From an optimization exercise on the open Yosys and OpenROAD flow, aimed at small area and a short achievable clock period; shortcuts taken in it are not production practice. RTL that was checked went through simulation tests only; none was proved equivalent to the original. For run 1, only the layout was checked, not whether the RTL still works. No activity file was given, so power comes from the tool's default toggle rates.

`standard.sh`:
```
#!/bin/bash
# synth_recipe.tcl (not shown) runs the flow's synth.tcl, then flattens the netlist and writes it again
# the make line also repeats each setting of config.mk as NAME=value (left out here)
make -C /OpenROAD-flow-scripts/flow DESIGN_CONFIG=/design/flow/config.mk WORK_HOME=/design/flow/orfs CLKGATE_MAP_FILE= SYNTH_SCRIPT=/design/flow/synth_recipe.tcl "${@:-finish}"
```
`constraint.sdc`:
```
create_clock -name core_clock -period 12.5 [get_ports {clk}]
set_input_delay 2.5000 -clock core_clock [delete_from_list [all_inputs] [get_ports {clk}]]
set_output_delay 2.5000 -clock core_clock [all_outputs]
set_load 0.01 [all_outputs]
```
`design.v`:
```
`timescale 1ns / 1ps
module full_adder(
    input a_in,
    input b_in,
    input c_in,
    output sum,
    output carry
    );
    assign sum=a_in^b_in^c_in;
    assign carry=(a_in & b_in)|(b_in & c_in)|(a_in & c_in);
endmodule
`timescale 1ns / 1ps
module genericadder(a_in, b_in, c_in, sum, carry);
    parameter width=24;
    input [width-1:0] a_in, b_in;
    input c_in;
    output [width-1:0] sum;
    output carry;
    wire[width:0] c;
    genvar i;
    assign c[0] = c_in;
    generate
    for(i=0; i<width; i=i+1)
    begin : Adder_gen
    full_adder dut(a_in[i],b_in[i],c[i],sum[i],c[i+1]);
    end
    endgenerate
    assign carry = c[width];
    endmodule
`timescale 1ns / 1ps
module multiplier(a_in, b_in, prod);
    parameter width = 12;
    input [width-1:0] a_in;
    input [width-1:0] b_in;
    output [2*width-1:0] prod;
    assign prod = a_in * b_in;
endmodule
module mac(
     input [11:0] Ain,
     input [11:0] Bin,
     input clk,reset,
     output [24:0] Mac_out
);
    reg [24:0] acc_s;
    reg [24:4] acc_c;
    wire pp0_0 = ~(Ain[0] & Bin[0]);
    wire pp0_1 = ~(Ain[0] & Bin[1]);
    wire pp0_2 = ~(Ain[0] & Bin[2]);
    wire pp0_3 = ~(Ain[0] & Bin[3]);
    wire pp0_4 = ~(Ain[0] & Bin[4]);
    wire pp0_5 = ~(Ain[0] & Bin[5]);
    wire pp0_6 = ~(Ain[0] & Bin[6]);
    wire pp0_7 = ~(Ain[0] & Bin[7]);
    wire pp0_8 = ~(Ain[0] & Bin[8]);
    wire pp0_9 = ~(Ain[0] & Bin[9]);
    wire pp0_10 = ~(Ain[0] & Bin[10]);
    wire pp0_11 = ~(Ain[0] & Bin[11]);
    wire pp1_0 = ~(Ain[1] & Bin[0]);
    wire pp1_1 = ~(Ain[1] & Bin[1]);
    wire pp1_2 = ~(Ain[1] & Bin[2]);
    wire pp1_3 = ~(Ain[1] & Bin[3]);
    wire pp1_4 = ~(Ain[1] & Bin[4]);
    wire pp1_5 = ~(Ain[1] & Bin[5]);
    wire pp1_6 = ~(Ain[1] & Bin[6]);
    wire pp1_7 = ~(Ain[1] & Bin[7]);
    wire pp1_8 = ~(Ain[1] & Bin[8]);
    wire pp1_9 = ~(Ain[1] & Bin[9]);
    wire pp1_10 = ~(Ain[1] & Bin[10]);
    wire pp1_11 = ~(Ain[1] & Bin[11]);
    wire pp2_0 = ~(Ain[2] & Bin[0]);
    wire pp2_1 = ~(Ain[2] & Bin[1]);
    wire pp2_2 = ~(Ain[2] & Bin[2]);
    wire pp2_3 = ~(Ain[2] & Bin[3]);
    wire pp2_4 = ~(Ain[2] & Bin[4]);
    wire pp2_5 = ~(Ain[2] & Bin[5]);
    wire pp2_6 = ~(Ain[2] & Bin[6]);
    wire pp2_7 = ~(Ain[2] & Bin[7]);
    wire pp2_8 = ~(Ain[2] & Bin[8]);
    wire pp2_9 = ~(Ain[2] & Bin[9]);
    wire pp2_10 = ~(Ain[2] & Bin[10]);
    wire pp2_11 = ~(Ain[2] & Bin[11]);
    wire pp3_0 = ~(Ain[3] & Bin[0]);
    wire pp3_1 = ~(Ain[3] & Bin[1]);
    wire pp3_2 = ~(Ain[3] & Bin[2]);
    wire pp3_3 = ~(Ain[3] & Bin[3]);
    wire pp3_4 = ~(Ain[3] & Bin[4]);
    wire pp3_5 = ~(Ain[3] & Bin[5]);
    wire pp3_6 = ~(Ain[3] & Bin[6]);
    wire pp3_7 = ~(Ain[3] & Bin[7]);
    wire pp3_8 = ~(Ain[3] & Bin[8]);
    wire pp3_9 = ~(Ain[3] & Bin[9]);
    wire pp3_10 = ~(Ain[3] & Bin[10]);
    wire pp3_11 = ~(Ain[3] & Bin[11]);
    wire pp4_0 = ~(Ain[4] & Bin[0]);
    wire pp4_1 = ~(Ain[4] & Bin[1]);
    wire pp4_2 = ~(Ain[4] & Bin[2]);
    wire pp4_3 = ~(Ain[4] & Bin[3]);
    wire pp4_4 = ~(Ain[4] & Bin[4]);
    wire pp4_5 = ~(Ain[4] & Bin[5]);
    wire pp4_6 = ~(Ain[4] & Bin[6]);
    wire pp4_7 = ~(Ain[4] & Bin[7]);
    wire pp4_8 = ~(Ain[4] & Bin[8]);
    wire pp4_9 = ~(Ain[4] & Bin[9]);
    wire pp4_10 = ~(Ain[4] & Bin[10]);
    wire pp4_11 = ~(Ain[4] & Bin[11]);
    wire pp5_0 = ~(Ain[5] & Bin[0]);
    wire pp5_1 = ~(Ain[5] & Bin[1]);
    wire pp5_2 = ~(Ain[5] & Bin[2]);
    wire pp5_3 = ~(Ain[5] & Bin[3]);
    wire pp5_4 = ~(Ain[5] & Bin[4]);
    wire pp5_5 = ~(Ain[5] & Bin[5]);
    wire pp5_6 = ~(Ain[5] & Bin[6]);
    wire pp5_7 = ~(Ain[5] & Bin[7]);
    wire pp5_8 = ~(Ain[5] & Bin[8]);
    wire pp5_9 = ~(Ain[5] & Bin[9]);
    wire pp5_10 = ~(Ain[5] & Bin[10]);
    wire pp5_11 = ~(Ain[5] & Bin[11]);
    wire pp6_0 = ~(Ain[6] & Bin[0]);
    wire pp6_1 = ~(Ain[6] & Bin[1]);
    wire pp6_2 = ~(Ain[6] & Bin[2]);
    wire pp6_3 = ~(Ain[6] & Bin[3]);
    wire pp6_4 = ~(Ain[6] & Bin[4]);
    wire pp6_5 = ~(Ain[6] & Bin[5]);
    wire pp6_6 = ~(Ain[6] & Bin[6]);
    wire pp6_7 = ~(Ain[6] & Bin[7]);
    wire pp6_8 = ~(Ain[6] & Bin[8]);
    wire pp6_9 = ~(Ain[6] & Bin[9]);
    wire pp6_10 = ~(Ain[6] & Bin[10]);
    wire pp6_11 = ~(Ain[6] & Bin[11]);
    wire pp7_0 = ~(Ain[7] & Bin[0]);
    wire pp7_1 = ~(Ain[7] & Bin[1]);
    wire pp7_2 = ~(Ain[7] & Bin[2]);
    wire pp7_3 = ~(Ain[7] & Bin[3]);
    wire pp7_4 = ~(Ain[7] & Bin[4]);
    wire pp7_5 = ~(Ain[7] & Bin[5]);
    wire pp7_6 = ~(Ain[7] & Bin[6]);
    wire pp7_7 = ~(Ain[7] & Bin[7]);
    wire pp7_8 = ~(Ain[7] & Bin[8]);
    wire pp7_9 = ~(Ain[7] & Bin[9]);
    wire pp7_10 = ~(Ain[7] & Bin[10]);
    wire pp7_11 = ~(Ain[7] & Bin[11]);
    wire pp8_0 = ~(Ain[8] & Bin[0]);
    wire pp8_1 = ~(Ain[8] & Bin[1]);
    wire pp8_2 = ~(Ain[8] & Bin[2]);
    wire pp8_3 = ~(Ain[8] & Bin[3]);
    wire pp8_4 = ~(Ain[8] & Bin[4]);
    wire pp8_5 = ~(Ain[8] & Bin[5]);
    wire pp8_6 = ~(Ain[8] & Bin[6]);
    wire pp8_7 = ~(Ain[8] & Bin[7]);
    wire pp8_8 = ~(Ain[8] & Bin[8]);
    wire pp8_9 = ~(Ain[8] & Bin[9]);
    wire pp8_10 = ~(Ain[8] & Bin[10]);
    wire pp8_11 = ~(Ain[8] & Bin[11]);
    wire pp9_0 = ~(Ain[9] & Bin[0]);
    wire pp9_1 = ~(Ain[9] & Bin[1]);
    wire pp9_2 = ~(Ain[9] & Bin[2]);
    wire pp9_3 = ~(Ain[9] & Bin[3]);
    wire pp9_4 = ~(Ain[9] & Bin[4]);
    wire pp9_5 = ~(Ain[9] & Bin[5]);
    wire pp9_6 = ~(Ain[9] & Bin[6]);
    wire pp9_7 = ~(Ain[9] & Bin[7]);
    wire pp9_8 = ~(Ain[9] & Bin[8]);
    wire pp9_9 = ~(Ain[9] & Bin[9]);
    wire pp9_10 = ~(Ain[9] & Bin[10]);
    wire pp9_11 = ~(Ain[9] & Bin[11]);
    wire pp10_0 = ~(Ain[10] & Bin[0]);
    wire pp10_1 = ~(Ain[10] & Bin[1]);
    wire pp10_2 = ~(Ain[10] & Bin[2]);
    wire pp10_3 = ~(Ain[10] & Bin[3]);
    wire pp10_4 = ~(Ain[10] & Bin[4]);
    wire pp10_5 = ~(Ain[10] & Bin[5]);
    wire pp10_6 = ~(Ain[10] & Bin[6]);
    wire pp10_7 = ~(Ain[10] & Bin[7]);
    wire pp10_8 = ~(Ain[10] & Bin[8]);
    wire pp10_9 = ~(Ain[10] & Bin[9]);
    wire pp10_10 = ~(Ain[10] & Bin[10]);
    wire pp10_11 = ~(Ain[10] & Bin[11]);
    wire pp11_0 = ~(Ain[11] & Bin[0]);
    wire pp11_1 = ~(Ain[11] & Bin[1]);
    wire pp11_2 = ~(Ain[11] & Bin[2]);
    wire pp11_3 = ~(Ain[11] & Bin[3]);
    wire pp11_4 = ~(Ain[11] & Bin[4]);
    wire pp11_5 = ~(Ain[11] & Bin[5]);
    wire pp11_6 = ~(Ain[11] & Bin[6]);
    wire pp11_7 = ~(Ain[11] & Bin[7]);
    wire pp11_8 = ~(Ain[11] & Bin[8]);
    wire pp11_9 = ~(Ain[11] & Bin[9]);
    wire pp11_10 = ~(Ain[11] & Bin[10]);
    wire pp11_11 = ~(Ain[11] & Bin[11]);
    wire na_s0 = ~acc_s[0];
    wire na_s1 = ~acc_s[1];
    wire na_s2 = ~acc_s[2];
    wire na_s3 = ~acc_s[3];
    wire na_s4 = ~acc_s[4];
    wire na_c4 = ~acc_c[4];
    wire na_s5 = ~acc_s[5];
    wire na_c5 = ~acc_c[5];
    wire na_s6 = ~acc_s[6];
    wire na_c6 = ~acc_c[6];
    wire na_s7 = ~acc_s[7];
    wire na_c7 = ~acc_c[7];
    wire na_s8 = ~acc_s[8];
    wire na_c8 = ~acc_c[8];
    wire na_s9 = ~acc_s[9];
    wire na_c9 = ~acc_c[9];
    wire na_s10 = ~acc_s[10];
    wire na_c10 = ~acc_c[10];
    wire na_s11 = ~acc_s[11];
    wire na_c11 = ~acc_c[11];
    wire na_s12 = ~acc_s[12];
    wire na_c12 = ~acc_c[12];
    wire na_s13 = ~acc_s[13];
    wire na_c13 = ~acc_c[13];
    wire na_s14 = ~acc_s[14];
    wire na_c14 = ~acc_c[14];
    wire na_s15 = ~acc_s[15];
    wire na_c15 = ~acc_c[15];
    wire na_s16 = ~acc_s[16];
    wire na_c16 = ~acc_c[16];
    wire na_s17 = ~acc_s[17];
    wire na_c17 = ~acc_c[17];
    wire na_s18 = ~acc_s[18];
    wire na_c18 = ~acc_c[18];
    wire na_s19 = ~acc_s[19];
    wire na_c19 = ~acc_c[19];
    wire na_s20 = ~acc_s[20];
    wire na_c20 = ~acc_c[20];
    wire na_s21 = ~acc_s[21];
    wire na_c21 = ~acc_c[21];
    wire na_s22 = ~acc_s[22];
    wire na_c22 = ~acc_c[22];
    wire na_s23 = ~acc_s[23];
    wire na_c23 = ~acc_c[23];
    wire na_s24 = ~acc_s[24];
    wire na_c24 = ~acc_c[24];
    wire s1, c2;
    wire s3, c4;
    wire s5, c6;
    wire s7, c8;
    wire s9, c10;
    wire s11, c12;
    wire s13, c14;
    wire s15, c16;
    wire s17, c18;
    wire s19, c20;
    wire s21, c22;
    wire s23, c24;
    wire s25, c26;
    wire s27, c28;
    wire s29, c30;
    wire s31, c32;
    wire s33, c34;
    wire s35, c36;
    wire s37, c38;
    wire s39, c40;
    wire s41, c42;
    wire s43, c44;
    wire s45, c46;
    wire s47, c48;
    wire s49, c50;
    wire s51, c52;
    wire s53, c54;
    wire s55, c56;
    wire s57, c58;
    wire s59, c60;
    wire s61, c62;
    wire s63, c64;
    wire s65, c66;
    wire s67, c68;
    wire s69, c70;
    wire s71, c72;
    wire s73, c74;
    wire s75, c76;
    wire s77, c78;
    wire s79, c80;
    wire s81, c82;
    wire s83, c84;
    wire s85, c86;
    wire s87, c88;
    wire s89, c90;
    wire s91, c92;
    wire s93, c94;
    wire s95, c96;
    wire s97, c98;
    wire s99, c100;
    wire s101, c102;
    wire s103, c104;
    wire s105, c106;
    wire s107, c108;
    wire s109, c110;
    wire s111, c112;
    wire s113, c114;
    wire s115, c116;
    wire s117, c118;
    wire s119, c120;
    wire s121, c122;
    wire s123, c124;
    wire s125, c126;
    wire s127, c128;
    wire s129, c130;
    wire s131, c132;
    wire s133, c134;
    wire s135, c136;
    wire s137, c138;
    wire s139, c140;
    wire s141, c142;
    wire s143, c144;
    wire s145, c146;
    wire s147, c148;
    wire s149, c150;
    wire s151, c152;
    wire s153, c154;
    wire s155, c156;
    wire s157, c158;
    wire s159, c160;
    wire s161, c162;
    wire s163, c164;
    wire s165, c166;
    wire s167, c168;
    wire s169, c170;
    wire s171, c172;
    wire s173, c174;
    wire s175, c176;
    wire s177, c178;
    wire s179, c180;
    wire s181, c182;
    wire s183, c184;
    wire s185, c186;
    wire s187, c188;
    wire s189, c190;
    wire s191, c192;
    wire s193, c194;
    wire s195, c196;
    wire s197, c198;
    wire s199, c200;
    wire s201, c202;
    wire s203, c204;
    wire s205, c206;
    wire s207, c208;
    wire s209, c210;
    wire s211, c212;
    wire s213, c214;
    wire s215, c216;
    wire s217, c218;
    wire s219, c220;
    wire s221, c222;
    wire s223, c224;
    wire s225, c226;
    wire s227, c228;
    wire s229, c230;
    wire s231, c232;
    wire s233, c234;
    wire s235, c236;
    wire s237, c238;
    wire s239, c240;
    wire s241, c242;
    wire s243, c244;
    wire s245, c246;
    wire s247, c248;
    wire s249, c250;
    wire s251, c252;
    wire s253, c254;
    wire s255, c256;
    wire s257, c258;
    wire s259, c260;
    wire s261, c262;
    wire s263, c264;
    wire s265, c266;
    wire s267, c268;
    wire s269, c270;
    wire s271, c272;
    wire s273, c274;
    wire s275, c276;
    wire s277, c278;
    wire s279, c280;
    wire s281, c282;
    wire s283, c284;
    wire s285, c286;
    wire s287, c288;
    wire s289, c290;
    wire s291, c292;
    wire s293, c294;
    wire s295, c296;
    wire s297, c298;
    wire s299, c300;
    wire s301, c302;
    wire s303, c304;
    wire s305, c306;
    wire s307, c308;
    wire s309, c310;
    wire s311, c312;
    wire s313, c314;
    xnor2m h0s (na_s0, pp0_0, s1);
    or2m h0c (na_s0, pp0_0, c2);
    xnor2m h1s (na_s1, pp0_1, s3);
    or2m h1c (na_s1, pp0_1, c4);
    full_adder f2 (c2, s3, pp1_0, s5, c6);
    xnor2m h3s (na_s2, pp0_2, s7);
    or2m h3c (na_s2, pp0_2, c8);
    full_adder f4 (s7, pp2_0, pp1_1, s9, c10);
    full_adder f5 (c6, s9, c4, s11, c12);
    xnor2m h6s (na_s3, pp0_3, s13);
    or2m h6c (na_s3, pp0_3, c14);
    full_adder f7 (pp3_0, pp2_1, pp1_2, s15, c16);
    full_adder f8 (s15, c8, s13, s17, c18);
    full_adder f9 (c12, s17, c10, s19, c20);
    xnor2m h10s (na_s4, na_c4, s21);
    or2m h10c (na_s4, na_c4, c22);
    full_adder f11 (pp1_3, pp0_4, s21, s23, c24);
    full_adder f12 (pp4_0, pp3_1, pp2_2, s25, c26);
    full_adder f13 (s25, s23, c14, s27, c28);
    full_adder f14 (s27, c18, c16, s29, c30);
    xnor2m h15s (na_s5, na_c5, s31);
    or2m h15c (na_s5, na_c5, c32);
    full_adder f16 (pp0_5, c22, s31, s33, c34);
    full_adder f17 (pp3_2, pp2_3, pp1_4, s35, c36);
    full_adder f18 (s33, pp5_0, pp4_1, s37, c38);
    full_adder f19 (s35, c26, c24, s39, c40);
    full_adder f20 (s39, s37, c28, s41, c42);
    xnor2m h21s (na_s6, na_c6, s43);
    or2m h21c (na_s6, na_c6, c44);
    full_adder f22 (pp0_6, c32, s43, s45, c46);
    full_adder f23 (pp3_3, pp2_4, pp1_5, s47, c48);
    full_adder f24 (pp6_0, pp5_1, pp4_2, s49, c50);
    full_adder f25 (s49, s47, s45, s51, c52);
    full_adder f26 (c38, c36, c34, s53, c54);
    fa_fast f27 (c40, s51, s53, s55, c56);
    xnor2m h28s (na_s7, na_c7, s57);
    or2m h28c (na_s7, na_c7, c58);
    full_adder f29 (pp0_7, c44, s57, s59, c60);
    full_adder f30 (pp3_4, pp2_5, pp1_6, s61, c62);
    full_adder f31 (pp6_1, pp5_2, pp4_3, s63, c64);
    full_adder f32 (s61, s59, pp7_0, s65, c66);
    full_adder f33 (s63, c48, c46, s67, c68);
    fa_fast f34 (c50, c52, s65, s69, c70);
    fa_fast f35 (s67, s69, c54, s71, c72);
    xnor2m h36s (na_s8, na_c8, s73);
    or2m h36c (na_s8, na_c8, c74);
    full_adder f37 (pp0_8, c58, s73, s75, c76);
    full_adder f38 (pp3_5, pp2_6, pp1_7, s77, c78);
    full_adder f39 (pp6_2, pp5_3, pp4_4, s79, c80);
    fa_fast f40 (pp8_0, pp7_1, s75, s81, c82);
    full_adder f41 (s79, s77, c60, s83, c84);
    fa_fast f42 (c64, c62, s81, s85, c86);
    fa_fast f43 (s85, c66, s83, s87, c88);
    fa_fast f44 (c68, s87, c70, s89, c90);
    xnor2m h45s (na_s9, na_c9, s91);
    or2m h45c (na_s9, na_c9, c92);
    full_adder f46 (pp0_9, c74, s91, s93, c94);
    fa_fast f47 (pp3_6, pp2_7, pp1_8, s95, c96);
    fa_fast f48 (pp6_3, pp5_4, pp4_5, s97, c98);
    full_adder f49 (pp9_0, pp8_1, pp7_2, s99, c100);
    fa_fast f50 (s97, s95, s93, s101, c102);
    full_adder f51 (s99, c78, c76, s103, c104);
    full_adder f52 (c82, s101, c80, s105, c106);
    fa_fast f53 (c84, s103, c86, s107, c108);
    fa_fast f54 (s105, s107, c88, s109, c110);
    xnor2m h55s (na_s10, na_c10, s111);
    or2m h55c (na_s10, na_c10, c112);
    fa_fast f56 (s111, c92, pp0_10, s113, c114);
    fa_fast f57 (pp3_7, pp2_8, pp1_9, s115, c116);
    fa_fast f58 (pp6_4, pp5_5, pp4_6, s117, c118);
    fa_fast f59 (pp9_1, pp8_2, pp7_3, s119, c120);
    fa_fast f60 (pp10_0, s113, s115, s121, c122);
    fa_fast f61 (s119, s117, c94, s123, c124);
    full_adder f62 (c100, c98, c96, s125, c126);
    fa_fast f63 (s121, s123, c102, s127, c128);
    fa_fast f64 (s125, c104, s127, s129, c130);
    fa_fast f65 (c106, s129, c108, s131, c132);
    xnor2m h66s (na_s11, na_c11, s133);
    or2m h66c (na_s11, na_c11, c134);
    fa_fast f67 (s133, c112, pp0_11, s135, c136);
    fa_fast f68 (pp3_8, pp2_9, pp1_10, s137, c138);
    fa_fast f69 (pp6_5, pp5_6, pp4_7, s139, c140);
    fa_fast f70 (pp9_2, pp8_3, pp7_4, s141, c142);
    full_adder f71 (s135, pp11_0, pp10_1, s143, c144);
    fa_fast f72 (s141, s139, s137, s145, c146);
    fa_fast f73 (c118, c116, c114, s147, c148);
    fa_fast f74 (c120, s143, s145, s149, c150);
    fa_fast f75 (s147, c122, c124, s151, c152);
    fa_fast f76 (c126, s149, s151, s153, c154);
    fa_fast f77 (c128, s153, c130, s155, c156);
    xnor2m h78s (na_s12, na_c12, s157);
    or2m h78c (na_s12, na_c12, c158);
    fa_fast f79 (s157, c134, pp1_11, s159, c160);
    fa_fast f80 (pp4_8, pp3_9, pp2_10, s161, c162);
    fa_fast f81 (pp7_5, pp6_6, pp5_7, s163, c164);
    fa_fast f82 (pp10_2, pp9_3, pp8_4, s165, c166);
    fa_fast f83 (pp11_1, s159, s161, s167, c168);
    fa_fast f84 (s165, s163, c136, s169, c170);
    fa_fast f85 (c142, c140, c138, s171, c172);
    fa_fast f86 (s167, c144, s169, s173, c174);
    fa_fast f87 (s171, c146, c148, s175, c176);
    fa_fast f88 (s173, s175, c150, s177, c178);
    fa_fast f89 (c152, s177, c154, s179, c180);
    full_adder f90 (c158, na_c13, na_s13, s181, c182);
    fa_fast f91 (s181, pp3_10, pp2_11, s183, c184);
    fa_fast f92 (pp6_7, pp5_8, pp4_9, s185, c186);
    fa_fast f93 (pp9_4, pp8_5, pp7_6, s187, c188);
    fa_fast f94 (pp11_2, pp10_3, s183, s189, c190);
    fa_fast f95 (s187, s185, c160, s191, c192);
    fa_fast f96 (c166, c164, c162, s193, c194);
    fa_fast f97 (s189, s191, c168, s195, c196);
    fa_fast f98 (s193, c172, c170, s197, c198);
    fa_fast f99 (s195, c174, s197, s199, c200);
    fa_fast f100 (c176, s199, c178, s201, c202);
    full_adder f101 (c182, na_c14, na_s14, s203, c204);
    fa_fast f102 (s203, pp4_10, pp3_11, s205, c206);
    fa_fast f103 (pp7_7, pp6_8, pp5_9, s207, c208);
    fa_fast f104 (pp10_4, pp9_5, pp8_6, s209, c210);
    fa_fast f105 (pp11_3, s207, s205, s211, c212);
    fa_fast f106 (s209, c186, c184, s213, c214);
    fa_fast f107 (c188, s211, c190, s215, c216);
    fa_fast f108 (s213, c194, c192, s217, c218);
    fa_fast f109 (s215, s217, c196, s219, c220);
    fa_fast f110 (c198, s219, c200, s221, c222);
    full_adder f111 (c204, na_c15, na_s15, s223, c224);
    fa_fast f112 (s223, pp5_10, pp4_11, s225, c226);
    fa_fast f113 (pp8_7, pp7_8, pp6_9, s227, c228);
    fa_fast f114 (pp11_4, pp10_5, pp9_6, s229, c230);
    fa_fast f115 (s229, s227, s225, s231, c232);
    fa_fast f116 (c210, c208, c206, s233, c234);
    fa_fast f117 (s231, s233, c212, s235, c236);
    fa_fast f118 (c214, s235, c216, s237, c238);
    fa_fast f119 (c218, s237, c220, s239, c240);
    fa_fast f120 (na_c16, na_s16, c224, s241, c242);
    full_adder f121 (pp6_10, pp5_11, s241, s243, c244);
    full_adder f122 (pp9_7, pp8_8, pp7_9, s245, c246);
    fa_fast f123 (pp11_5, pp10_6, s243, s247, c248);
    full_adder f124 (s245, c228, c226, s249, c250);
    fa_fast f125 (c230, s247, c232, s251, c252);
    fa_fast f126 (c234, s249, s251, s253, c254);
    fa_fast f127 (c236, s253, c238, s255, c256);
    fa_fast f128 (na_c17, na_s17, c242, s257, c258);
    fa_fast f129 (pp7_10, pp6_11, s257, s259, c260);
    full_adder f130 (pp10_7, pp9_8, pp8_9, s261, c262);
    fa_fast f131 (pp11_6, s259, s261, s263, c264);
    fa_fast f132 (c246, c244, s263, s265, c266);
    fa_fast f133 (c248, s265, c250, s267, c268);
    fa_fast f134 (c252, s267, c254, s269, c270);
    full_adder f135 (pp7_11, na_c18, na_s18, s271, c272);
    full_adder f136 (pp10_8, pp9_9, pp8_10, s273, c274);
    full_adder f137 (s271, c258, pp11_7, s275, c276);
    full_adder f138 (s273, c260, c262, s277, c278);
    fa_fast f139 (c264, s275, s277, s279, c280);
    fa_fast f140 (c266, s279, c268, s281, c282);
    full_adder f141 (pp8_11, na_c19, na_s19, s283, c284);
    full_adder f142 (pp11_8, pp10_9, pp9_10, s285, c286);
    full_adder f143 (s285, s283, c272, s287, c288);
    fa_fast f144 (c274, c276, s287, s289, c290);
    fa_fast f145 (c278, s289, c280, s291, c292);
    full_adder f146 (pp9_11, na_c20, na_s20, s293, c294);
    full_adder f147 (s293, pp11_9, pp10_10, s295, c296);
    fa_fast f148 (c286, c284, s295, s297, c298);
    fa_fast f149 (c288, s297, c290, s299, c300);
    full_adder f150 (pp10_11, na_c21, na_s21, s301, c302);
    full_adder f151 (s301, c294, pp11_10, s303, c304);
    fa_fast f152 (c296, s303, c298, s305, c306);
    full_adder f153 (pp11_11, na_c22, na_s22, s307, c308);
    full_adder f154 (c304, s307, c302, s309, c310);
    full_adder f155 (c308, na_c23, na_s23, s311, c312);
    xnor2m h156s (na_s24, na_c24, s313);
    or2m h156c (na_s24, na_c24, c314);
    wire [24:0] ns = {s313, s311, s309, s305, s299, s291, s281, s269, s255, s239, s221, s201, s179, s155, s131, s109, s89, s71, c42, c30, s29, s19, s11, s5, s1};
    wire [24:4] nc = {c312, c310, c306, c300, c292, c282, c270, c256, c240, c222, c202, c180, c156, c132, c110, c90, c72, c56, s55, s41, c20};
    always @(posedge clk) begin
        acc_s <= ~(ns | {25{reset}});
        acc_c <= ~(nc | {21{reset}});
    end
    assign Mac_out = acc_s + {acc_c, 4'd0};
endmodule
module fa_fast(input a, input b, input c, output sum, output carry);
    wire ab;
    xor2m x1 (a, b, ab);
    xor2m x2 (ab, c, sum);
    maj3m m1 (a, b, c, carry);
endmodule
module xor2m(input a, input b, output y);
    assign y = a ^ b;
endmodule
module xnor2m(input a, input b, output y);
    assign y = ~(a ^ b);
endmodule
module or2m(input a, input b, output y);
    assign y = a | b;
endmodule
module maj3m(input a, input b, input c, output y);
    assign y = (a & b) | (a & c) | (b & c);
endmodule
```
`config.mk`:
```
export PLATFORM = sky130hd
export DESIGN_NAME = mac
export DESIGN_NICKNAME = mac
export VERILOG_FILES = /design/flow/design.v
export SDC_FILE = /design/flow/constraint.sdc
export NUM_CORES = 4
export LEC_CHECK = 0
export CAP_MARGIN = 20
export CORE_MARGIN = 2
export CORE_UTILIZATION = 40
export SLEW_MARGIN = 20
export SYNTH_HIERARCHICAL = 1
```
`flow/run.sh`:
```
#!/bin/bash
# The standard layout (the standard.sh, standard synthesis unchanged), with
# two options: the port buffers are buf_2 cells, and the setup repair aims at
# a slack margin of 6.5 ns.  ORFS keeps each step's log in orfs/logs; the make
# output goes to standard.log.
set -o pipefail
bash standard.sh BUFFER_PORTS_ARGS="-buffer_cell sky130_fd_sc_hd__buf_2" SETUP_SLACK_MARGIN=6.5 finish > standard.log 2>&1
```
==> results of run 1 <==
-- worst max-delay path by stage --
stage	to	slack, ps
after global routing	acc_s[14]	7220
after floorplan	acc_s[14]	7490
after global placement	acc_s[15]	7270
after CTS	Mac_out[20]	7370
after detailed placement	acc_s[14]	7190
final	Mac_out[20]	7400
-- worst reg2reg max path: stages (launching register included) --
cell and delay (ps):
dfxtp_1 330, inv_1 60, or2_1 240, fa_1 390
fa_1 390, fa_1 430, maj3_2 360, xor2_1 340
xor2_1 270, xor2_1 210, xor2_1 250, xor2_1 240
xor2_1 190, xor2_1 240, xor2_1 200, xor2_1 150
nor2_1 60
-- kinds of logic after synthesis --
| kind of cell | synth area share |
|---|---|
| and+or+nand+nor | 0.153 |
| xor gates and xnor gates | 0.255 |
| adders and majority gates | 0.341 |
| buffers and inverters | 0.0504 |
| AOI/OAI and AO/OA | 0.0667 |
| DFF | 0.133 |
| muxes | 0.00144 |
-- final cells by class --
type | count | area [µm²]
timing repair buffer | 50 | 250
multi-input combinational | 683 | 5670
tap | 225 | 282
sequential | 46 | 921
clock buffer | 5 | 125
fill | 1773 | 9640
inverter | 49 | 184
clock inverter | 3 | 45.0
-- through the flow --
stage / instances / setup slack, ps / total power [mW] / area [µm²]
floorplan: 817 / 7490 / 1.54 / 6950
global placement: 1053 / 7270 / 1.80 / 7310
detailed placement: 1053 / 7190 / 1.81 / 7310
CTS: 1061 / 7370 / 1.98 / 7480
global route: 1061 / 7220 / 2.17 / 7480
finish: 1061 / 7400 / 1.96 / 7480
-- cell usage in the layout, fill, tap and decap left out, drive strengths merged, types with 8 or more instances in the layout --
cell	Yosys	routed
nor2	54	54
fa	57	57
o21ai	8	8
or2	14	14
a21oi	14	14
maj3	87	87
nand2	155	155
inv	49	49
dfxtp	46	46
xor2	183	183
ha	20	20
buf	7	50
xnor2	19	19
-- flip-flops by register name, indices dropped and copies added (netlist names) --
register	cells
acc_s	25
acc_c	21
-- modules after synthesis (local to each module, per instance), a selection --
module	flip-flops and latches	cells	times used	cell area, µm²
xnor2m	0	1	14	8.76
mac	46	473	1	3120
or2m	0	1	13	6.26
maj3m	0	1	87	11.3
full_adder	0	1	56	20.0
xor2m	0	1	174	8.76
-- power by group --
group | total, mW | internal, mW | switching [mW]
clock | 0.154 | 0.0943 | 0.0601
sequential | 0.236 | 0.207 | 0.0295
combinational | 1.57 | 0.708 | 0.865
total | 1.96 | 1.01 | 0.955
-- routing by layer --
metal,share of wire,vias up,GRT usage
met2,0.43,100,0.285
met4,0.0098,0,0.0394
met1,0.51,2600,0.286
li1,-,2664,-
met3,0.049,9,0.0284
met5,0,-,0
==> out/results.tsv, run 1 <==
stage	metric	value	unit
synth	synthArstFlopShare	0	
hold_path	min_from	acc_s[24]	
synth	synth_common_cells	xor2_1 (183), nand2_1 (155), maj3_2 (87), fa_1 (57), nor2_1 (54)	
routing	vias	5373	
setup_path	r2r_start	acc_c[12]	
synth	synth_area	6950	µm²
routing	viasPerCell	5.06	
floorplan	dieArea	18400	µm²
synth	ys_types	55	
clock_network	cts_tree	yes	
setup_path	worst-r2r-cell-count	16	
synth	yosys.cell_count.top_type	xor2_1	
synth	synthTopCellsByArea	xor2_1 (23%), fa_1 (16%), maj3_2 (14%), dfxtp_1 (13%), nand2_1 (8.4%)	
timing	skew	5.49	ps
setup_path	required	10000	ps
setup_path	crit_slowest_cell	fa_1	
synth	yosys.area.top_type_share	0.231	
final_layout	syn_to_final_growth	7.71	%
timing	fin_crit_sh	0.408	
routing	dr.pass1.iters	4	
synth	ys_seq_area_frac	0.133	
setup_path	cp_top_family	compound AO/OA/AOI/OAI gates	
timing	tns	0	ps
routing	drt-total-wl	16.8	mm
routing	wl_per_cell	15.8	µm
timing	relSlewSlack	0.415	
clock_network	clk_pin_slew	70	ps
global_route	grt_pass1_wl	27.4	mm
global_route	grt_antenna_before_repair	0	
synth	ys.flop_type	dfxtp_1	
global_route	grt_overflow	0	
final_layout	diodes	0	
setup_path	cp-startpoint	acc_s[4]	
clock_network	postCtsHoldBufs	0	
clock_network	cts_buffers	5	
timing	max_freq	196	MHz
setup_path	end_kind	output pin	
synth	yosysWarnings	7	
placed_design	gp_congestion	0.829	
synth	synth_area_per_cell	8.50	µm²
final_layout	drive_above_1_share	0.187	
hold_path	hold_depth	3	
setup_path	cp-start-kind	flop	
setup_path	cp_data_arrival_time	2600	ps
clock_network	clkLatencyLatePin	290	ps
global_route	grt_usage	0.189	
floorplan	fp.dieW	136	µm
timing	rsz0062_at_grt	false	
floorplan	io_pins	51	
timing	setup_viol	0	
synth	synth_edf_count	0	
final_layout	fin_nets	938	
global_route	first_global_vias	5168	
pwr	leakagePower	2.86	nW
clock_network	cts-root-buf	clkbuf_16	
run	maxCapViolations	0	
timing	worst_pin_slew	878	ps
clock_network	postCtsSetupRepairBufs	0	
pwr	powerDensity	263	nW/µm²
synth	syn_inst	817	
synth	post-synth-top-area-cell	xor2_1	
hold_path	hold_path_end	acc_s[24]	
clock_network	cts_max_level	2	
routing	drcViolationCount	0	
global_route	grt_max_degree	47	
setup_path	r2r_slack	8000	ps
timing	fin_hold_ws	547	ps
floorplan	core_area	17100	µm²
floorplan	start_util	0.406	
setup_path	path_max_fanout	4	
placed_design	hpwl	13.3	mm
clock_network	clock_path_buffers	2	
synth	syn_nets	920	
setup_path	r2r_end	acc_s[17]	
placed_design	port_buffers	50	
timing	drv_slew	0	
setup_path	worstSetupPathDepth	8	
routing	postRouteAntennaNets	0	
floorplan	rows	48	
clock_network	cts_sinks	46	
timing	hold_viol	0	
floorplan	die-height	136	µm
setup_path	critical_path_buf_inv_count	1	
final_layout	utilization	0.437	
setup_path	crit_chain	ha_1 > fa_1 > a211o_1 > a21o_1 > a21bo_2 > a22o_1 > xor2_1 > buf_2	
setup_path	cp_slowest_stage_delay	420	ps
clock_network	ctsResizeCount	0	
pwr	peakVddDrop	0.0935	mV
routing	drtIter0Drc	209	
outcome	status	timing/DRC/antenna clean	
hold_path	hp-class	reg2reg	
synth	ys_ff_latch	46	
timing	final.min_clock_period	5100	ps
setup_path	crit_type	reg2out	
==> run 2, diff against run 1 <==
--- a/design.v
+++ b/design.v
@@ -410,4 +410,4 @@
     full_adder f12 (pp4_0, pp3_1, pp2_2, s25, c26);
-    full_adder f13 (s25, s23, c14, s27, c28);
-    full_adder f14 (s27, c18, c16, s29, c30);
+    full_adder f13 (s23, c16, c14, s27, c28);
+    full_adder f14 (s27, c18, s25, s29, c30);
     xnor2m h15s (na_s5, na_c5, s31);
@@ -416,5 +416,5 @@
     full_adder f17 (pp3_2, pp2_3, pp1_4, s35, c36);
-    full_adder f18 (s33, pp5_0, pp4_1, s37, c38);
-    full_adder f19 (s35, c26, c24, s39, c40);
-    full_adder f20 (s39, s37, c28, s41, c42);
+    full_adder f18 (c24, pp5_0, pp4_1, s37, c38);
+    full_adder f19 (s35, s33, c26, s39, c40);
+    full_adder f20 (s39, c28, s37, s41, c42);
     xnor2m h21s (na_s6, na_c6, s43);
@@ -424,5 +424,5 @@
     full_adder f24 (pp6_0, pp5_1, pp4_2, s49, c50);
-    full_adder f25 (s49, s47, s45, s51, c52);
-    full_adder f26 (c38, c36, c34, s53, c54);
-    fa_fast f27 (c40, s51, s53, s55, c56);
+    full_adder f25 (s45, c36, c34, s51, c52);
+    full_adder f26 (c38, s49, s47, s53, c54);
+    full_adder f27 (s53, s51, c40, s55, c56);
     xnor2m h28s (na_s7, na_c7, s57);
@@ -432,6 +432,6 @@
     full_adder f31 (pp6_1, pp5_2, pp4_3, s63, c64);
-    full_adder f32 (s61, s59, pp7_0, s65, c66);
-    full_adder f33 (s63, c48, c46, s67, c68);
-    fa_fast f34 (c50, c52, s65, s69, c70);
-    fa_fast f35 (s67, s69, c54, s71, c72);
+    full_adder f32 (c48, c46, pp7_0, s65, c66);
+    full_adder f33 (s61, s59, c50, s67, c68);
+    full_adder f34 (s65, c52, s63, s69, c70);
+    full_adder f35 (s69, c54, s67, s71, c72);
     xnor2m h36s (na_s8, na_c8, s73);
@@ -441,7 +441,7 @@
     full_adder f39 (pp6_2, pp5_3, pp4_4, s79, c80);
-    fa_fast f40 (pp8_0, pp7_1, s75, s81, c82);
-    full_adder f41 (s79, s77, c60, s83, c84);
-    fa_fast f42 (c64, c62, s81, s85, c86);
-    fa_fast f43 (s85, c66, s83, s87, c88);
-    fa_fast f44 (c68, s87, c70, s89, c90);
+    full_adder f40 (c60, pp8_0, pp7_1, s81, c82);
+    full_adder f41 (s75, c64, c62, s83, c84);
+    full_adder f42 (c66, s79, s77, s85, c86);
+    full_adder f43 (s83, c68, s81, s87, c88);
+    full_adder f44 (s87, c70, s85, s89, c90);
     xnor2m h45s (na_s9, na_c9, s91);
@@ -449,111 +449,111 @@
     full_adder f46 (pp0_9, c74, s91, s93, c94);
-    fa_fast f47 (pp3_6, pp2_7, pp1_8, s95, c96);
-    fa_fast f48 (pp6_3, pp5_4, pp4_5, s97, c98);
+    full_adder f47 (pp3_6, pp2_7, pp1_8, s95, c96);
+    full_adder f48 (pp6_3, pp5_4, pp4_5, s97, c98);
     full_adder f49 (pp9_0, pp8_1, pp7_2, s99, c100);
-    fa_fast f50 (s97, s95, s93, s101, c102);
-    full_adder f51 (s99, c78, c76, s103, c104);
-    full_adder f52 (c82, s101, c80, s105, c106);
-    fa_fast f53 (c84, s103, c86, s107, c108);
-    fa_fast f54 (s105, s107, c88, s109, c110);
+    full_adder f50 (c80, c78, c76, s101, c102);
+    full_adder f51 (s97, s95, s93, s103, c104);
+    full_adder f52 (c84, c82, s99, s105, c106);
+    full_adder f53 (c86, s103, s101, s107, c108);
+    full_adder f54 (s107, s105, c88, s109, c110);
     xnor2m h55s (na_s10, na_c10, s111);
     or2m h55c (na_s10, na_c10, c112);
-    fa_fast f56 (s111, c92, pp0_10, s113, c114);
-    fa_fast f57 (pp3_7, pp2_8, pp1_9, s115, c116);
-    fa_fast f58 (pp6_4, pp5_5, pp4_6, s117, c118);
-    fa_fast f59 (pp9_1, pp8_2, pp7_3, s119, c120);
-    fa_fast f60 (pp10_0, s113, s115, s121, c122);
-    fa_fast f61 (s119, s117, c94, s123, c124);
-    full_adder f62 (c100, c98, c96, s125, c126);
-    fa_fast f63 (s121, s123, c102, s127, c128);
-    fa_fast f64 (s125, c104, s127, s129, c130);
-    fa_fast f65 (c106, s129, c108, s131, c132);
+    full_adder f56 (pp0_10, c92, s111, s113, c114);
+    full_adder f57 (pp3_7, pp2_8, pp1_9, s115, c116);
+    full_adder f58 (pp6_4, pp5_5, pp4_6, s117, c118);
+    full_adder f59 (pp9_1, pp8_2, pp7_3, s119, c120);
+    full_adder f60 (c96, c94, pp10_0, s121, c122);
+    full_adder f61 (s113, c100, c98, s123, c124);
+    full_adder f62 (s119, s117, s115, s125, c126);
+    full_adder f63 (c104, s121, c102, s127, c128);
+    full_adder f64 (c106, s125, s123, s129, c130);
+    full_adder f65 (s129, c108, s127, s131, c132);
     xnor2m h66s (na_s11, na_c11, s133);
     or2m h66c (na_s11, na_c11, c134);
-    fa_fast f67 (s133, c112, pp0_11, s135, c136);
-    fa_fast f68 (pp3_8, pp2_9, pp1_10, s137, c138);
-    fa_fast f69 (pp6_5, pp5_6, pp4_7, s139, c140);
-    fa_fast f70 (pp9_2, pp8_3, pp7_4, s141, c142);
-    full_adder f71 (s135, pp11_0, pp10_1, s143, c144);
-    fa_fast f72 (s141, s139, s137, s145, c146);
-    fa_fast f73 (c118, c116, c114, s147, c148);
-    fa_fast f74 (c120, s143, s145, s149, c150);
-    fa_fast f75 (s147, c122, c124, s151, c152);
-    fa_fast f76 (c126, s149, s151, s153, c154);
-    fa_fast f77 (c128, s153, c130, s155, c156);
+    full_adder f67 (pp0_11, c112, s133, s135, c136);
+    full_adder f68 (pp3_8, pp2_9, pp1_10, s137, c138);
+    full_adder f69 (pp6_5, pp5_6, pp4_7, s139, c140);
+    full_adder f70 (pp9_2, pp8_3, pp7_4, s141, c142);
+    full_adder f71 (c114, pp11_0, pp10_1, s143, c144);
+    full_adder f72 (c120, c118, c116, s145, c146);
+    full_adder f73 (s139, s137, s135, s147, c148);
+    full_adder f74 (c124, c122, s141, s149, c150);
+    full_adder f75 (s145, c126, s143, s151, c152);
+    full_adder f76 (s149, c128, s147, s153, c154);
+    full_adder f77 (s153, c130, s151, s155, c156);
     xnor2m h78s (na_s12, na_c12, s157);
     or2m h78c (na_s12, na_c12, c158);
-    fa_fast f79 (s157, c134, pp1_11, s159, c160);
-    fa_fast f80 (pp4_8, pp3_9, pp2_10, s161, c162);
-    fa_fast f81 (pp7_5, pp6_6, pp5_7, s163, c164);
-    fa_fast f82 (pp10_2, pp9_3, pp8_4, s165, c166);
-    fa_fast f83 (pp11_1, s159, s161, s167, c168);
-    fa_fast f84 (s165, s163, c136, s169, c170);
-    fa_fast f85 (c142, c140, c138, s171, c172);
-    fa_fast f86 (s167, c144, s169, s173, c174);
-    fa_fast f87 (s171, c146, c148, s175, c176);
-    fa_fast f88 (s173, s175, c150, s177, c178);
-    fa_fast f89 (c152, s177, c154, s179, c180);
+    full_adder f79 (pp1_11, c134, s157, s159, c160);
+    full_adder f80 (pp4_8, pp3_9, pp2_10, s161, c162);
+    full_adder f81 (pp7_5, pp6_6, pp5_7, s163, c164);
+    full_adder f82 (pp10_2, pp9_3, pp8_4, s165, c166);
+    full_adder f83 (c138, c136, pp11_1, s167, c168);
+    full_adder f84 (s159, c142, c140, s169, c170);
+    full_adder f85 (s165, s163, s161, s171, c172);
+    full_adder f86 (s167, c146, c144, s173, c174);
+    full_adder f87 (s171, s169, c148, s175, c176);
+    full_adder f88 (s173, c152, c150, s177, c178);
+    full_adder f89 (s177, c154, s175, s179, c180);
     full_adder f90 (c158, na_c13, na_s13, s181, c182);
-    fa_fast f91 (s181, pp3_10, pp2_11, s183, c184);
-    fa_fast f92 (pp6_7, pp5_8, pp4_9, s185, c186);
-    fa_fast f93 (pp9_4, pp8_5, pp7_6, s187, c188);
-    fa_fast f94 (pp11_2, pp10_3, s183, s189, c190);
-    fa_fast f95 (s187, s185, c160, s191, c192);
-    fa_fast f96 (c166, c164, c162, s193, c194);
-    fa_fast f97 (s189, s191, c168, s195, c196);
-    fa_fast f98 (s193, c172, c170, s197, c198);
-    fa_fast f99 (s195, c174, s197, s199, c200);
-    fa_fast f100 (c176, s199, c178, s201, c202);
+    full_adder f91 (pp3_10, pp2_11, s181, s183, c184);
+    full_adder f92 (pp6_7, pp5_8, pp4_9, s185, c186);
+    full_adder f93 (pp9_4, pp8_5, pp7_6, s187, c188);
+    full_adder f94 (c160, pp11_2, pp10_3, s189, c190);
+    full_adder f95 (c166, c164, c162, s191, c192);
+    full_adder f96 (s187, s185, s183, s193, c194);
+    full_adder f97 (s189, c170, c168, s195, c196);
+    full_adder f98 (s193, s191, c172, s197, c198);
+    full_adder f99 (c176, s195, c174, s199, c200);
+    full_adder f100 (s199, c178, s197, s201, c202);
     full_adder f101 (c182, na_c14, na_s14, s203, c204);
-    fa_fast f102 (s203, pp4_10, pp3_11, s205, c206);
-    fa_fast f103 (pp7_7, pp6_8, pp5_9, s207, c208);
-    fa_fast f104 (pp10_4, pp9_5, pp8_6, s209, c210);
-    fa_fast f105 (pp11_3, s207, s205, s211, c212);
-    fa_fast f106 (s209, c186, c184, s213, c214);
-    fa_fast f107 (c188, s211, c190, s215, c216);
-    fa_fast f108 (s213, c194, c192, s217, c218);
-    fa_fast f109 (s215, s217, c196, s219, c220);
-    fa_fast f110 (c198, s219, c200, s221, c222);
+    full_adder f102 (pp4_10, pp3_11, s203, s205, c206);
+    full_adder f103 (pp7_7, pp6_8, pp5_9, s207, c208);
+    full_adder f104 (pp10_4, pp9_5, pp8_6, s209, c210);
+    full_adder f105 (c186, c184, pp11_3, s211, c212);
+    full_adder f106 (s207, s205, c188, s213, c214);
+    full_adder f107 (c192, c190, s209, s215, c216);
+    full_adder f108 (s213, c194, s211, s217, c218);
+    full_adder f109 (c198, s215, c196, s219, c220);
+    full_adder f110 (s219, c200, s217, s221, c222);
     full_adder f111 (c204, na_c15, na_s15, s223, c224);
-    fa_fast f112 (s223, pp5_10, pp4_11, s225, c226);
-    fa_fast f113 (pp8_7, pp7_8, pp6_9, s227, c228);
-    fa_fast f114 (pp11_4, pp10_5, pp9_6, s229, c230);
-    fa_fast f115 (s229, s227, s225, s231, c232);
-    fa_fast f116 (c210, c208, c206, s233, c234);
-    fa_fast f117 (s231, s233, c212, s235, c236);
-    fa_fast f118 (c214, s235, c216, s237, c238);
-    fa_fast f119 (c218, s237, c220, s239, c240);
-    fa_fast f120 (na_c16, na_s16, c224, s241, c242);
-    full_adder f121 (pp6_10, pp5_11, s241, s243, c244);
-    full_adder f122 (pp9_7, pp8_8, pp7_9, s245, c246);
-    fa_fast f123 (pp11_5, pp10_6, s243, s247, c248);
-    full_adder f124 (s245, c228, c226, s249, c250);
-    fa_fast f125 (c230, s247, c232, s251, c252);
-    fa_fast f126 (c234, s249, s251, s253, c254);
-    fa_fast f127 (c236, s253, c238, s255, c256);
-    fa_fast f128 (na_c17, na_s17, c242, s257, c258);
-    fa_fast f129 (pp7_10, pp6_11, s257, s259, c260);
-    full_adder f130 (pp10_7, pp9_8, pp8_9, s261, c262);
-    fa_fast f131 (pp11_6, s259, s261, s263, c264);
-    fa_fast f132 (c246, c244, s263, s265, c266);
-    fa_fast f133 (c248, s265, c250, s267, c268);
-    fa_fast f134 (c252, s267, c254, s269, c270);
+    full_adder f112 (pp5_10, pp4_11, s223, s225, c226);
+    full_adder f113 (pp8_7, pp7_8, pp6_9, s227, c228);
+    full_adder f114 (pp11_4, pp10_5, pp9_6, s229, c230);
+    full_adder f115 (c210, c208, c206, s231, c232);
+    full_adder f116 (s229, s227, s225, s233, c234);
+    full_adder f117 (s231, c214, c212, s235, c236);
+    full_adder f118 (c218, c216, s233, s237, c238);
+    full_adder f119 (s237, c220, s235, s239, c240);
+    full_adder f120 (c224, na_c16, na_s16, s241, c242);
+    full_adder f121 (pp7_9, pp6_10, pp5_11, s243, c244);
+    full_adder f122 (pp10_6, pp9_7, pp8_8, s245, c246);
+    full_adder f123 (c226, s241, pp11_5, s247, c248);
+    full_adder f124 (s243, c230, c228, s249, c250);
+    full_adder f125 (s247, c232, s245, s251, c252);
+    full_adder f126 (c236, s249, c234, s253, c254);
+    full_adder f127 (c238, s253, s251, s255, c256);
+    full_adder f128 (pp6_11, na_c17, na_s17, s257, c258);
+    full_adder f129 (pp9_8, pp8_9, pp7_10, s259, c260);
+    full_adder f130 (c242, pp11_6, pp10_7, s261, c262);
+    full_adder f131 (s257, c246, c244, s263, c264);
+    full_adder f132 (c248, s261, s259, s265, c266);
+    full_adder f133 (c252, s263, c250, s267, c268);
+    full_adder f134 (s267, c254, s265, s269, c270);
     full_adder f135 (pp7_11, na_c18, na_s18, s271, c272);
     full_adder f136 (pp10_8, pp9_9, pp8_10, s273, c274);
-    full_adder f137 (s271, c258, pp11_7, s275, c276);
-    full_adder f138 (s273, c260, c262, s277, c278);
-    fa_fast f139 (c264, s275, s277, s279, c280);
-    fa_fast f140 (c266, s279, c268, s281, c282);
+    full_adder f137 (c260, c258, pp11_7, s275, c276);
+    full_adder f138 (s273, s271, c262, s277, c278);
+    full_adder f139 (s277, s275, c264, s279, c280);
+    full_adder f140 (c268, s279, c266, s281, c282);
     full_adder f141 (pp8_11, na_c19, na_s19, s283, c284);
     full_adder f142 (pp11_8, pp10_9, pp9_10, s285, c286);
-    full_adder f143 (s285, s283, c272, s287, c288);
-    fa_fast f144 (c274, c276, s287, s289, c290);
-    fa_fast f145 (c278, s289, c280, s291, c292);
+    full_adder f143 (s283, c274, c272, s287, c288);
+    full_adder f144 (c278, c276, s285, s289, c290);
+    full_adder f145 (s289, c280, s287, s291, c292);
     full_adder f146 (pp9_11, na_c20, na_s20, s293, c294);
-    full_adder f147 (s293, pp11_9, pp10_10, s295, c296);
-    fa_fast f148 (c286, c284, s295, s297, c298);
-    fa_fast f149 (c288, s297, c290, s299, c300);
+    full_adder f147 (c284, pp11_9, pp10_10, s295, c296);
+    full_adder f148 (c288, s293, c286, s297, c298);
+    full_adder f149 (s297, c290, s295, s299, c300);
     full_adder f150 (pp10_11, na_c21, na_s21, s301, c302);
     full_adder f151 (s301, c294, pp11_10, s303, c304);
-    fa_fast f152 (c296, s303, c298, s305, c306);
+    full_adder f152 (c298, s303, c296, s305, c306);
     full_adder f153 (pp11_11, na_c22, na_s22, s307, c308);
@@ -563,4 +563,4 @@
     or2m h156c (na_s24, na_c24, c314);
-    wire [24:0] ns = {s313, s311, s309, s305, s299, s291, s281, s269, s255, s239, s221, s201, s179, s155, s131, s109, s89, s71, c42, c30, s29, s19, s11, s5, s1};
-    wire [24:4] nc = {c312, c310, c306, c300, c292, c282, c270, c256, c240, c222, c202, c180, c156, c132, c110, c90, c72, c56, s55, s41, c20};
+    wire [24:0] ns = {s313, s311, s309, c300, c292, s291, c270, c256, c240, c222, c202, c180, c156, c132, c110, c90, c72, c56, c42, c30, s29, s19, s11, s5, s1};
+    wire [24:4] nc = {c312, c310, c306, s305, s299, c282, s281, s269, s255, s239, s221, s201, s179, s155, s131, s109, s89, s71, s55, s41, c20};
     always @(posedge clk) begin
==> run 2 against run 1 <==
- hold slack worse by 4.9 ps
- count of clock-buffer cells in the layout up 2
- design area down 13%
- final cell count down 22%
- worst setup slack worse by 340 ps
- combinational power down 29%
- clock skew up 5.9 ps
- maximum frequency down 6.2%
- largest cell class unchanged
- largest power group unchanged
- highest routed layer unchanged
==> out/results.tsv, run 2 <==
stage	metric	value	unit
setup_path	cp-start-kind	input pin	
synth	synth_compound_area_frac	0.0595	
synth	yosys.area.top_type_share	0.481	
routing	wl_per_cell	17.5	µm
routing	postRouteAntennaNets	0	
timing	fin_crit_sh	0.435	
clock_network	ctsResizeCount	0	
routing	dr.pass1.iters	4	
timing	max_freq	184	MHz
final_layout	nFillCells	1415	
placed_design	gp_congestion	0.856	
setup_path	path_max_fanout	12	
clock_network	cts_sinks	46	
placed_design	port_buffers	50	
synth	synth_area_per_cell	9.70	µm²
synth	ys_types	42	
hold_path	hp-class	reg2reg	
final_layout	largest_reg_flops	25	
clock_network	clk_pin_slew	70	ps
timing	relSlewSlack	0.391	
clock_network	postCtsHoldBufs	0	
final_layout	syn_to_final_growth	8.10	%
synth	synthTopCellsByArea	fa_1 (48%), dfxtp_1 (15%), nand2_1 (9.6%), ha_1 (4.2%), nor2_1 (3.4%)	
synth	synthArstFlopShare	0	
timing	skew	11.4	ps
synth	syn_nets	808	
final_layout	top_regs	acc_s x25, acc_c x21	
floorplan	io_pins	51	
timing	drv_slew	0	
setup_path	required	12640	ps
routing	drt-total-wl	14.5	mm
timing	tns	0	ps
floorplan	die-height	126	µm
timing	final.min_clock_period	5440	ps
synth	ys.flop_type	dfxtp_1	
run	maxCapViolations	0	
synth	syn_inst	618	
final_layout	drive_above_1_share	0.0966	
final_layout	regArea	921	µm²
synth	yosysWarnings	7	
final_layout	utilization	0.444	
clock_network	cts_tree	yes	
floorplan	fp.dieW	126	µm
clock_network	clkLatencyLatePin	300	ps
clock_network	cts_max_level	2	
global_route	grt_max_degree	47	
routing	drcViolationCount	0	
synth	synthAdderAreaFrac	0.523	
clock_network	postCtsSetupRepairBufs	0	
global_route	grt_overflow	0	
clock_network	clock_path_buffers	2	
synth	synth_mux_area_frac	0.00167	
clock_network	cts-root-buf	clkbuf_16	
final_layout	largest-register	acc_s	
floorplan	dieArea	16000	µm²
setup_path	cp_data_arrival_time	5580	ps
floorplan	start_util	0.411	
final_layout	fin_nets	831	
timing	setup_viol	0	
pwr	powerDensity	229	nW/µm²
placed_design	hpwl	11.5	mm
timing	hold_viol	0	
synth	synth-simple-area-share	0.164	
clock_network	cts_buffers	5	
routing	viasPerCell	5.22	
synth	ys_seq_area_frac	0.154	
final_layout	final_common_cell	nand2_1	
synth	synth_area	6000	µm²
pwr	leakagePower	2.50	nW
setup_path	crit_type	in2reg	
timing	worst_pin_slew	913	ps
final_layout	diodes	0	
outcome	status	timing/DRC/antenna clean	
timing	rsz0062_at_grt	false	
floorplan	rows	44	
synth	synth-xor-area-share	0.0438	
global_route	grt_pass1_wl	25.1	mm
synth	ys_ff_latch	46	
synth	synth_edf_count	0	
global_route	first_global_vias	4989	
routing	drtIter0Drc	228	
final_layout	final_cell_mix	nand2_1 (154), fa_1 (144), nor2_1 (54)	
synth	synth_top_family_by_area	adder cells	
global_route	grt_usage	0.200	
pwr	peakVddDrop	0.109	mV
floorplan	core_area	14600	µm²
global_route	grt_antenna_before_repair	0	
routing	vias	4308	
final_layout	multi_input_area	4740	µm²
synth	yosys.cell_count.top_type	nand2_1	
synth	synth_common_cells	nand2_1 (154), fa_1 (144), nor2_1 (54), inv_1 (50), dfxtp_1 (46)	
synth	post-synth-top-area-cell	fa_1	
setup_path	end_kind	flop	
run 2: cell count changes after synthesis, moves of 4 or more:
cell / before / now
a21oi_1: 14 / 20
o21a_1: 4 / 0
nand3_1: 7 / 2
xnor2_1: 19 / 23
fa_1: 57 / 144
maj3_2: 87 / 0
nor3_1: 7 / 3
xor2_1: 183 / 7
clkbuf_1: 31 / 27
run 2: area by class of cell:
type,count,area share
Multi-Input combinational cell,488,0.732
Clock inverter,1,0.000772
Clock buffer,7,0.0220
Tap cell,184,0.0355
Sequential cell,46,0.142
Inverter,50,0.0290
Timing Repair Buffer,50,0.0386
run 2: stage by stage:
step / std cells / total power, mW / hold slack [ps] / area (µm²) / setup WS [ps]
after floorplan: 618 / 1.07 / 503 / 6000 / 6950
after global placement: 818 / 1.34 / 519 / 6330 / 6830
after detailed placement: 818 / 1.37 / 530 / 6330 / 6760
after CTS: 826 / 1.52 / 547 / 6480 / 7060
after global routing: 826 / 1.69 / 602 / 6480 / 6940
final: 826 / 1.49 / 542 / 6480 / 7060
run 2: routing by layer:
| layer | GRT usage | vias up | wire (µm) |
|---|---|---|---|
| li1 | - | 1937 | - |
| met1 | 0.248 | 2203 | 5660 |
| met2 | 0.361 | 137 | 7700 |
| met3 | 0.0270 | 31 | 720 |
| met4 | 0.0621 | 0 | 407 |
| met5 | 0 | - | 0 |
run 2: per-module statistics from Yosys, one instance, submodules excluded:
module      copies in the design  flops+latches  cells inside
xnor2m                        14              0             1
mac                            1             46           448
full_adder                   143              0             1
or2m                          13              0             1
run 2: path summary, 6_finish.rpt:
check                           startpoint        end  slack [ps]  cells past startpoint
worst max-delay path                Ain[7]  acc_c[15]        7060                      8
worst min-delay path              acc_s[0]   acc_s[0]         540                      3
worst min register to register    acc_s[0]   acc_s[0]         540                      3
worst max register to register   acc_c[12]  acc_c[17]        7640                     11
run 2: cells by family after synthesis:
family / after synthesis
XOR/XNOR: 30
multiplexers: 1
buffers and inverters: 84
AO/OA/AOI/OAI: 53
flip-flops: 46
AND/OR/NAND/NOR: 240
adder cells (fa/ha/maj): 164
run 2: critical path: stages:
cell,delay [ps]
buf_2,300
nand2_1,130
fa_1,520
fa_1,520
fa_1,480
fa_1,530
fa_1,560
nor2_1,40
run 2: power by group:
| group | switching [mW] | internal, mW | total (mW) | leakage, nW |
|---|---|---|---|---|
| registers | 0.0308 | 0.207 | 0.238 | 0.381 |
| logic | 0.606 | 0.504 | 1.11 | 2.05 |
| clock network | 0.0581 | 0.0795 | 0.138 | 0.0739 |
==> run 3, diff against run 2 <==
==> flow/run.sh (replaced) <==
#!/bin/bash
# The standard layout (the standard.sh, standard synthesis unchanged), with
# two options: the port buffers are buf_2 cells, and the setup repair aims at
# a slack margin of 8.0 ns.  ORFS keeps each step's log in orfs/logs; the make
# output goes to standard.log.
set -o pipefail
bash standard.sh BUFFER_PORTS_ARGS="-buffer_cell sky130_fd_sc_hd__buf_2" SETUP_SLACK_MARGIN=8.0 finish > standard.log 2>&1
==> run 3 against run 2 <==
- sequential share of layout area shrank 2.9 points
- sequential cell count is the same
- core utilization grew 13 points
- maximum frequency grew 9.8%
- routed wire length grew 19%
- critical path type unchanged
==> out/results.tsv, run 3 <==
stage	metric	value	unit
synth	yosys.area.top_type_share	0.481	
setup_path	cp_slowest_stage_delay	590	ps
floorplan	rows	44	
setup_path	required	12650	ps
final_layout	nFillCells	1223	
synth	ys_ff_latch	46	
setup_path	cp_data_arrival_time	5100	ps
global_route	grt_usage	0.225	
timing	worst_pin_slew	904	ps
setup_path	r2r_end	acc_c[18]	
floorplan	io_pins	51	
final_layout	fin_nets	894	
clock_network	cts_max_level	2	
synth	synth_area	6000	µm²
placed_design	gp_congestion	0.858	
synth	post-synth-top-area-cell	fa_1	
final_layout	final_common_cell	nand2_1	
clock_network	cts_buffers	5	
clock_network	clkLatencyLatePin	290	ps
routing	wl_per_cell	19.3	µm
synth	ys_seq_area_frac	0.154	
pwr	powerDensity	214	nW/µm²
routing	wl_met3	707	µm
outcome	status	timing/DRC/antenna clean	
routing	vias	4723	
pwr	finalPower	1.79	mW
clock_network	clock_path_buffers	2	
floorplan	dieArea	16000	µm²
placed_design	port_buffers	50	
global_route	grt_antenna_before_repair	0	
final_layout	top_regs	acc_s x25, acc_c x21	
global_route	grt_max_degree	47	
routing	drcViolationCount	0	
clock_network	cts_tree	yes	
hold_path	hold_path_end	acc_s[0]	
final_layout	largest_reg_flops	25	
routing	drt-total-wl	17.2	mm
global_route	grt_pass1_wl	27.8	mm
global_route	first_global_vias	5386	
setup_path	r2r_slack	7890	ps
clock_network	cts_sinks	46	
synth	yosysWarnings	7	
timing	skew	6.44	ps
timing	max_freq	202	MHz
global_route	grt_overflow	0	
hold_path	hold_depth	3	
synth	synthArstFlopShare	0	
hold_path	hp-class	reg2reg	
setup_path	worst-r2r-cell-count	11	
clock_network	clk_pin_slew	70	ps
pwr	peakVddDrop	0.111	mV
synth	synth_common_cells	nand2_1 (154), fa_1 (144), nor2_1 (54), inv_1 (50), dfxtp_1 (46)	
setup_path	r2r_start	acc_c[12]	
final_layout	diodes	0	
hold_path	min_from	acc_s[0]	
synth	synth_edf_count	0	
timing	hold_viol	0	
synth	ys_types	42	
setup_path	cp_top_family	adder cells	
routing	met1Wirelength	6.55	mm
run	maxCapViolations	0	
synth	synthTopCellsByArea	fa_1 (48%), dfxtp_1 (15%), nand2_1 (9.6%), ha_1 (4.2%), nor2_1 (3.4%)	
final_layout	final_cell_mix	nand2_1 (114), fa_2 (95), nor2_1 (51)	
timing	rsz0062_at_grt	true	
routing	dr.pass1.iters	5	
timing	setup_viol	0	
final_layout	largest-register	acc_s	
setup_path	crit_chain	buf_12 > nand2_4 > fa_2 > fa_2 > fa_2 > fa_2 > fa_2 > nor2_1	
clock_network	cts-root-buf	clkbuf_16	
synth	ys.flop_type	dfxtp_1	
setup_path	crit_type	in2reg	
routing	viasPerCell	5.31	
timing	fin_crit_sh	0.396	
synth	synth_area_per_cell	9.70	µm²
setup_path	cp-startpoint	Bin[8]	
clock_network	postCtsHoldBufs	0	
synth	yosys.cell_count.top_type	nand2_1	
setup_path	cp_common_cell	fa_2	
floorplan	start_util	0.411	
placed_design	place_ws	6930	ps
setup_path	cp-start-kind	input pin	
setup_path	critical_path_buf_inv_count	1	
routing	dr_wl_met2	9.42	mm
pwr	leakagePower	3.13	nW
setup_path	end_kind	flop	
routing	postRouteAntennaNets	0	
routing	drtIter0Drc	181	
setup_path	crit_slowest_cell	fa_2	
setup_path	path_max_fanout	8	
timing	relSlewSlack	0.398	
floorplan	core_area	14600	µm²
synth	syn_nets	808	
final_layout	drive_above_1_share	0.450	
timing	fin_ws	7540	ps
timing	drv_slew	0	
placed_design	hpwl	12.4	mm
floorplan	fp.dieW	126	µm
timing	tns	0	ps
routing	routed.top_layer	met4	
synth	syn_inst	618	
floorplan	die-height	126	µm
final_layout	syn_to_final_growth	39.1	%
timing	final.min_clock_period	4960	ps
==> run 3: area by class of cell <==
class	instances	area, µm²	share of cell area
clock buffers	5	125	0.0150
clock inverters	3	68.8	0.00825
inverters	50	188	0.0225
multi-input cells	488	5520	0.662
flip-flops and latches	46	941	0.113
well taps	184	230	0.0276
repair buffers	113	1260	0.151
==> run 3: power by group <==
group / total, mW / internal, mW / switching (mW) / leakage [nW]
logic: 1.36 / 0.664 / 0.692 / 2.65
clock network: 0.177 / 0.115 / 0.0618 / 0.0940
registers: 0.256 / 0.212 / 0.0440 / 0.385
total: 1.79 / 0.991 / 0.798 / 3.13
==> run 3: logic make-up (layout without fill, tap and decap cells) <==
| family | Yosys count | count (layout) | share of synthesized area |
|---|---|---|---|
| muxes | 1 | 1 | 0.00167 |
| xor gates and xnor gates | 30 | 30 | 0.0438 |
| DFF | 46 | 46 | 0.154 |
| AOI/OAI and AO/OA | 53 | 53 | 0.0595 |
| and+or+nand+nor | 240 | 240 | 0.164 |
| buffers and inverters | 84 | 171 | 0.0551 |
| adders and majority gates | 164 | 164 | 0.523 |
==> run 3: timing repair <==
item                                    4_1_cts  5_1_grt
gates resized for setup                     191       32
cloned                                        3        2
setup buffers                                47       11
pin swaps                                    63       27
endpoints found under the setup margin       46       42
==> run 3: layer usage <==
metal | vias to the layer above | GRT usage
li1 | 2068 | -
met3 | 45 | 0.0346
met5 | - | 0
met2 | 153 | 0.414
met4 | 0 | 0.0718
met1 | 2457 | 0.269
==> run 3: per-module statistics from Yosys (local to each module, per instance) <==
module | times used | flops+latches | cells
mac | 1 | 46 | 448
full_adder | 143 | 0 | 1
xnor2m | 14 | 0 | 1
or2m | 13 | 0 | 1
==> run 3: worst register-to-register path, stage by stage, from the launching register on <==
cell and delay (ps):
dfxtp_2 350, inv_1 60, or2_1 250, fa_1 460, fa_1 470, fa_1 470, fa_2 410, fa_2 410
fa_2 590, fa_2 450, fa_2 530, nor2_1 40
==> run 3: how the worst max path moves through the flow <==
stage,endpoint,slack (ps),cells after the start
floorplan,acc_c[13],7390,8
global placement,acc_c[14],6990,8
detailed placement,acc_c[15],6930,8
CTS,acc_c[13],7550,8
global route,acc_c[15],7480,8
finish,acc_c[15],7540,8
==> run 3: stage by stage <==
| step | area, µm² | hold WS (ps) | utilization | cells |
|---|---|---|---|---|
| finish | 8340 | 547 | 0.572 | 889 |
| global route | 8340 | 603 | 0.572 | 889 |
| CTS | 8040 | 554 | 0.551 | 876 |
| detailed placement | 6660 | 537 | 0.456 | 818 |
| global placement | 6660 | 517 | 0.456 | 818 |
| floorplan | 6700 | 503 | - | 618 |

[what the ideal ports hide]
Ports are ideal in the flow. The routed layouts listed here were re-timed in OpenROAD. Step 1 sets driving cells, clkbuf_16 on the clock port and buf_2 on the other inputs (assumed; they add their load-dependent delay and slew). Step 2 times the ports against the registers' clock, not the clock port: input delays grow and output delays shrink by t, the midpoint of the rising clock arrivals with the driver on. Three values: ideal, step 1, step 2; two values: the first two.
| run | t, ns | setup WS [ns] | cell pins on the clock port's net |
|---|---|---|---|
| run 1 | 0.332 | 7.399 / 7.359 / 7.187 | 1 |
| run 2 | 0.328 | 7.061 / 7.075 / 6.748 | 1 |
| run 3 | 0.326 | 7.544 / 7.423 / 7.097 | 1 |
After both steps setup and hold are still met in every run listed. The setup slack of run 3, which loses most, moves by -0.121 ns with the drivers and by -0.447 ns with both steps.
